From an optimization exercise on the open Yosys and OpenROAD flow, aimed at small area and a short achievable clock period; shortcuts taken in it are not production practice.
At most, simulation tests tie the RTL to the original design; equivalence was not proved.
No driver is modelled on the clock port, so clock power and skew are understated where the tree is cut down; a real chip needs a root buffer or a tree.
Power is estimated from default activity; no workload was simulated.

## nickel
// axis_dwidth_upsizer
module axis_dwidth_upsizer #(
  parameter WIDTH      = 32,  
  parameter NUM_REG    =  4  
)(
    input  logic aclk,
    input  logic aresetn,
    input  logic s_axis_tvalid,
    output logic s_axis_tready,
    input  logic [WIDTH-1:0] s_axis_tdata,
    input  logic s_axis_tlast,
    output logic m_axis_tvalid,
    input  logic m_axis_tready,
    output logic [WIDTH*NUM_REG-1:0] m_axis_tdata,
    output logic m_axis_tlast
);
Size in the first run: ~170 I/O pins, roughly 4400 um^2 of cells after synthesis.
export LEC_CHECK = 0
export CAP_MARGIN = 20
export CORE_MARGIN = 2
export CORE_UTILIZATION = 60
export CTS_BUF_LIST = sky130_fd_sc_hd__clkbuf_16
export CTS_CLUSTER_DIAMETER = 100
export CTS_CLUSTER_SIZE = 40
export SLEW_MARGIN = 20
create_clock -name core_clock -period 3.5 [get_ports {aclk}]
standard.sh (not shown) runs the stock make flow with config.mk's settings and CLKGATE_MAP_FILE= SYNTH_SCRIPT=/design/flow/synth_recipe.tcl, a recipe that flattens the netlist after the stock synthesis.
==> flow/flow/run.sh <==
#!/bin/bash
# Standard ORFS layout, with the port buffers made of the smallest buffer cell
# (buffer_ports otherwise picks a clock delay buffer for every port).
set -euo pipefail
bash standard.sh BUFFER_PORTS_ARGS="-buffer_cell sky130_fd_sc_hd__buf_1" finish > orfs_make.log 2>&1
What onyx does differently from nickel at the input level:
# nickel
export LEC_CHECK = 0
export CAP_MARGIN = 20
export CORE_MARGIN = 2
export CORE_UTILIZATION = 60
export CTS_BUF_LIST = sky130_fd_sc_hd__clkbuf_16
export CTS_CLUSTER_DIAMETER = 100
export CTS_CLUSTER_SIZE = 40
export SLEW_MARGIN = 20
create_clock -name core_clock -period 3.5 [get_ports {aclk}]
# onyx
export LEC_CHECK = 0
export CAP_MARGIN = 20
export CORE_MARGIN = 2
export CORE_UTILIZATION = 60
export SLEW_MARGIN = 20
create_clock -name core_clock -period 3.5 [get_ports {aclk}]
==> flow/flow/run.sh <==
#!/bin/bash
# Standard ORFS layout with: the smallest buffer cell for the port buffers
# (buffer_ports otherwise picks a clock delay buffer), and a shallow clock tree
# of large clock buffers without dummy loads.
set -euo pipefail
CTS="-sink_clustering_enable -repair_clock_nets -dont_use_dummy_load -sink_clustering_size 20 -sink_clustering_max_diameter 60 -buf_list sky130_fd_sc_hd__clkbuf_8"
bash standard.sh BUFFER_PORTS_ARGS="-buffer_cell sky130_fd_sc_hd__buf_1" CTS_ARGS="$CTS" finish > orfs_make.log 2>&1
==> results.txt <==
Global routing met1 resource utilization was higher in the run labelled nickel. Compared with nickel, in onyx met2 global-route usage dropped 3.9 points, smallest setup slack after layout rose by 0.017 ns, required time at the endpoint of the critical path -0.02 ns. Comparing onyx against nickel, there is no change at all in hold violation count in the final report. Between onyx and nickel, the worst hold margin figures differ only marginally. Taking nickel as the reference, in onyx share of power burned in combinational logic went up 1.7 points, sequential share of power went up 16 points.
> inputs changed (onyx -> xenon)
# onyx
export LEC_CHECK = 0
export CAP_MARGIN = 20
export CORE_MARGIN = 2
export CORE_UTILIZATION = 60
export SLEW_MARGIN = 20
create_clock -name core_clock -period 3.5 [get_ports {aclk}]
# xenon
export LEC_CHECK = 0
export CAP_MARGIN = 20
export CORE_MARGIN = 2
export CORE_UTILIZATION = 60
export CTS_BUF_LIST = sky130_fd_sc_hd__clkbuf_8
export SLEW_MARGIN = 20
create_clock -name core_clock -period 3.5 [get_ports {aclk}]
==> flow/flow/run.sh <==
#!/bin/bash
# Standard ORFS layout, with the port buffers made of the smallest buffer cell
# (buffer_ports otherwise picks a clock delay buffer for every port).
set -euo pipefail
bash standard.sh BUFFER_PORTS_ARGS="-buffer_cell sky130_fd_sc_hd__buf_1" finish > orfs_make.log 2>&1
--- outcome ---
- Relative to onyx, the sequential share of layout area of xenon is lower by 2.7 points.
- Clock network fraction of design power (higher): xenon
- Fmax: xenon below onyx
- Synthesized cell count: onyx vs xenon — no meaningful difference
- Looking at onyx and xenon, the worst hold slack is a wash.
- Final area: higher on xenon
- Looking at sequential share of power, xenon sits 9.4 points lower than onyx does.
- Changes observed in xenon relative to onyx: worst setup slack dropped 0.018 ns; fraction of power spent switching nets barely changed; worst-case vdd ir drop dropped 6.3%; detailed-routing wirelength on met1 climbed about 1.4%.
Function was not checked in any run of this note: the RTL went through the layout flow alone.

## wip/lagoon
axis_dwidth_upsizer, a different RTL version from the one above (not shown whole).
Size in the first run: about 450 cells after synthesis, ~140 flip-flops.
export LEC_CHECK = 0
export CAP_MARGIN = 20
export CORE_MARGIN = 2
export CORE_UTILIZATION = 40
export SLEW_MARGIN = 20
export SYNTH_HIERARCHICAL = 1
export SYNTH_MINIMUM_KEEP_SIZE = 0
create_clock -name core_clock -period 3.5 [get_ports {aclk}]
==> flow/flow/run.sh <==
#!/bin/bash
# Standard ORFS layout with:
# - the smallest buffer cell for the port buffers (buffer_ports otherwise picks
#   a clock delay buffer);
# - every pin placed by flow/io_pins.tcl, a data bit's pins together, and each
#   bit's cells moved next to its pins before detailed placement
#   (flow/bit_place.tcl);
# - a two-level clock tree of inverters, four fed by the clock port and eight
#   driving the registers (flow/clock_tree.tcl), then a setup repair aimed at
#   FLOW_REPAIR_MARGIN, a downsizing of cells with slack to spare, and a
#   second repair, all at the end of the CTS step (flow/post_cts.tcl).
# ORFS's own output goes to orfs_make.log; each tool's log stays in orfs/logs/.
set -euo pipefail
F=$(cd "$(dirname "$0")" && pwd)
export FLOW_REPAIR_MARGIN=${FLOW_REPAIR_MARGIN:-2.17}
export FLOW_RECOVER=${FLOW_RECOVER:-100}
export FLOW_REPAIR_ARGS=${FLOW_REPAIR_ARGS:-}
CTS="-sink_clustering_enable -dont_use_dummy_load -buf_list sky130_fd_sc_hd__clkbuf_16"
bash standard.sh BUFFER_PORTS_ARGS="-buffer_cell sky130_fd_sc_hd__buf_1" CTS_ARGS="$CTS" \
  PRE_IO_PLACEMENT_TCL="$F/io_pins.tcl" PRE_DETAIL_PLACE_TCL="$F/bit_place.tcl" POST_CTS_TCL="$F/post_cts.tcl" finish > orfs_make.log 2>&1
==> flow/flow/post_cts.tcl <==
# Run at the end of ORFS's CTS step (POST_CTS_TCL), before the step saves its results.
source [file join [file dirname [info script]] clock_tree.tcl]
# The clock port drives four inverters, each driving two inverters that drive
# an eighth of the registers.
set clk_cells {sky130_fd_sc_hd__inv_8 sky130_fd_sc_hd__inv_12}
if { [info exists ::env(FLOW_CLK_TWO)] } { set clk_cells $::env(FLOW_CLK_TWO) }
if { [info exists ::env(FLOW_CLK_MASTER)] } {
  my_clock_tree 4 $::env(FLOW_CLK_MASTER)
} else {
  my_clock_tree2 4 8 {*}$clk_cells
}
detailed_placement
estimate_parasitics -placement
if { [info exists ::env(FLOW_REPAIR_MARGIN)] } {
  repair_timing -setup -setup_margin $::env(FLOW_REPAIR_MARGIN) {*}$::env(FLOW_REPAIR_ARGS) -verbose
  if { [info exists ::env(FLOW_RECOVER)] } {
    repair_timing -recover_power $::env(FLOW_RECOVER) -setup_margin $::env(FLOW_REPAIR_MARGIN) -verbose
    repair_timing -setup -setup_margin $::env(FLOW_REPAIR_MARGIN) {*}$::env(FLOW_REPAIR_ARGS) -verbose
  }
}
# The control inputs each feed several gates: give them a stronger port buffer
# than the repair, working from estimated wires, sees a need for.
foreach port {aresetn s_axis_tvalid s_axis_tlast m_axis_tready} {
  foreach it [[[[ord::get_db_block] findBTerm $port] getNet] getITerms] {
    if { [$it isInputSignal] } {
      replace_cell [[$it getInst] getName] sky130_fd_sc_hd__buf_4
    }
  }
}
detailed_placement
estimate_parasitics -placement
report_clock_latency
report_checks -format end -group_path_count 5
Other scripts of this flow, unchanged in this note and not shown: flow/flow/bit_place.tcl, flow/flow/clock_tree.tcl, flow/flow/io_pins.tcl
Setup changes, wip/lagoon to wip/zinc
-- flow/flow/post_cts.tcl --
<<< wip/lagoon, line 19
  }
}
# The control inputs each feed several gates: give them a stronger port buffer
# than the repair, working from estimated wires, sees a need for.
foreach port {aresetn s_axis_tvalid s_axis_tlast m_axis_tready} {
  foreach it [[[[ord::get_db_block] findBTerm $port] getNet] getITerms] {
    if { [$it isInputSignal] } {
      replace_cell [[$it getInst] getName] sky130_fd_sc_hd__buf_4
    }
  }
}
detailed_placement
estimate_parasitics -placement
report_clock_latency
>>> wip/zinc, line 19
  }
  detailed_placement
  estimate_parasitics -placement
}
report_clock_latency
### Flow results
Every stage of the flow completed for wip/zinc, and the final layout passed the timing, design-rule and antenna checks.
Of the two values seen for class of the most critical setup path, input port to flip-flop was produced by wip/zinc and flip-flop to output port by wip/lagoon.
From wip/lagoon to wip/zinc the numbers moved as follows: total length of routed wires comparable; area added between synthesis and finish went down 0.37 points; first-pass GRT wire length barely changed; final non-filler cell area has remained practically unchanged.
Here is what was changed in the inputs of wip/tundra compared with wip/zinc.
-- flow/flow/run.sh --
<<< wip/zinc, line 8
# - a two-level clock tree of inverters, four fed by the clock port and eight
#   driving the registers (flow/clock_tree.tcl), then a setup repair aimed at
#   FLOW_REPAIR_MARGIN, a downsizing of cells with slack to spare, and a
#   second repair, all at the end of the CTS step (flow/post_cts.tcl).
# ORFS's own output goes to orfs_make.log; each tool's log stays in orfs/logs/.
>>> wip/tundra, line 8
# - a two-level clock tree of inverters, four fed by the clock port and eight
#   driving the registers (flow/clock_tree.tcl), then a setup repair aimed at FLOW_REPAIR_MARGIN, a
#   downsizing of cells with slack to spare, and a second repair, all at the end
#   of the CTS step (flow/post_cts.tcl).
# ORFS's own output goes to orfs_make.log; each tool's log stays in orfs/logs/.
<<< wip/zinc, line 14
F=$(cd "$(dirname "$0")" && pwd)
export FLOW_REPAIR_MARGIN=${FLOW_REPAIR_MARGIN:-2.17}
export FLOW_RECOVER=${FLOW_RECOVER:-100}
>>> wip/tundra, line 14
F=$(cd "$(dirname "$0")" && pwd)
export FLOW_REPAIR_MARGIN=${FLOW_REPAIR_MARGIN:-2.12}
export FLOW_RECOVER=${FLOW_RECOVER:-100}
Notes after the runs:
- wip/tundra reports its startpoint of the most critical setup path as tl while wip/zinc reports aresetn.
- Post-detailed-routing wire length in wip/tundra vs wip/zinc: down about 1.2%
- Against wip/zinc as the reference, wip/tundra delivers a higher final worst-path cycle share.
- Number of logic stages on the critical path including buffering: lower on wip/tundra

separate check: timing with driven ports:
No port has a modelled driver above. Below, the same layouts with a new extraction and two added sets of constraints.
Step 1 assumes that a clkbuf_16 drives the clock port and a buf_2 every other input.
Step 2 adds t to the input delays and takes it off the output delays; t is the mean of the earliest and latest rising clock arrival at the registers after step 1. Input paths then give back, and output paths get back, about the clock's delay inside the block.
a / b / c = ideal / step 1 / step 2; a / b = the first two.
run	shift t [ns]	setup WS [ns]	hold slack, ns	clock arrival spread, ns	worst register clock-pin slew, ns
nickel	0.437	1.304 / 1.304 / 1.206	0.471 / 0.471 / 0.471	0.010 / 0.010	0.06 / 0.06
onyx	0.425	1.321 / 1.321 / 1.204	0.473 / 0.473 / 0.473	0.028 / 0.028	0.08 / 0.08
xenon	0.447	1.303 / 1.303 / 1.221	0.475 / 0.475 / 0.475	0.010 / 0.011	0.08 / 0.08
wip/lagoon	0.240	2.162 / 2.031 / 2.189	0.449 / 0.449 / 0.449	0.005 / 0.006	0.06 / 0.06
wip/zinc	0.240	2.163 / 2.032 / 2.032	0.449 / 0.449 / 0.449	0.005 / 0.006	0.06 / 0.06
wip/tundra	0.240	2.138 / 2.006 / 2.044	0.449 / 0.449 / 0.449	0.006 / 0.006	0.07 / 0.07
After both steps every run listed still meets setup and hold. The setup slack of wip/zinc, which loses most, moves by -0.131 ns with the drivers and by -0.131 ns with both steps.
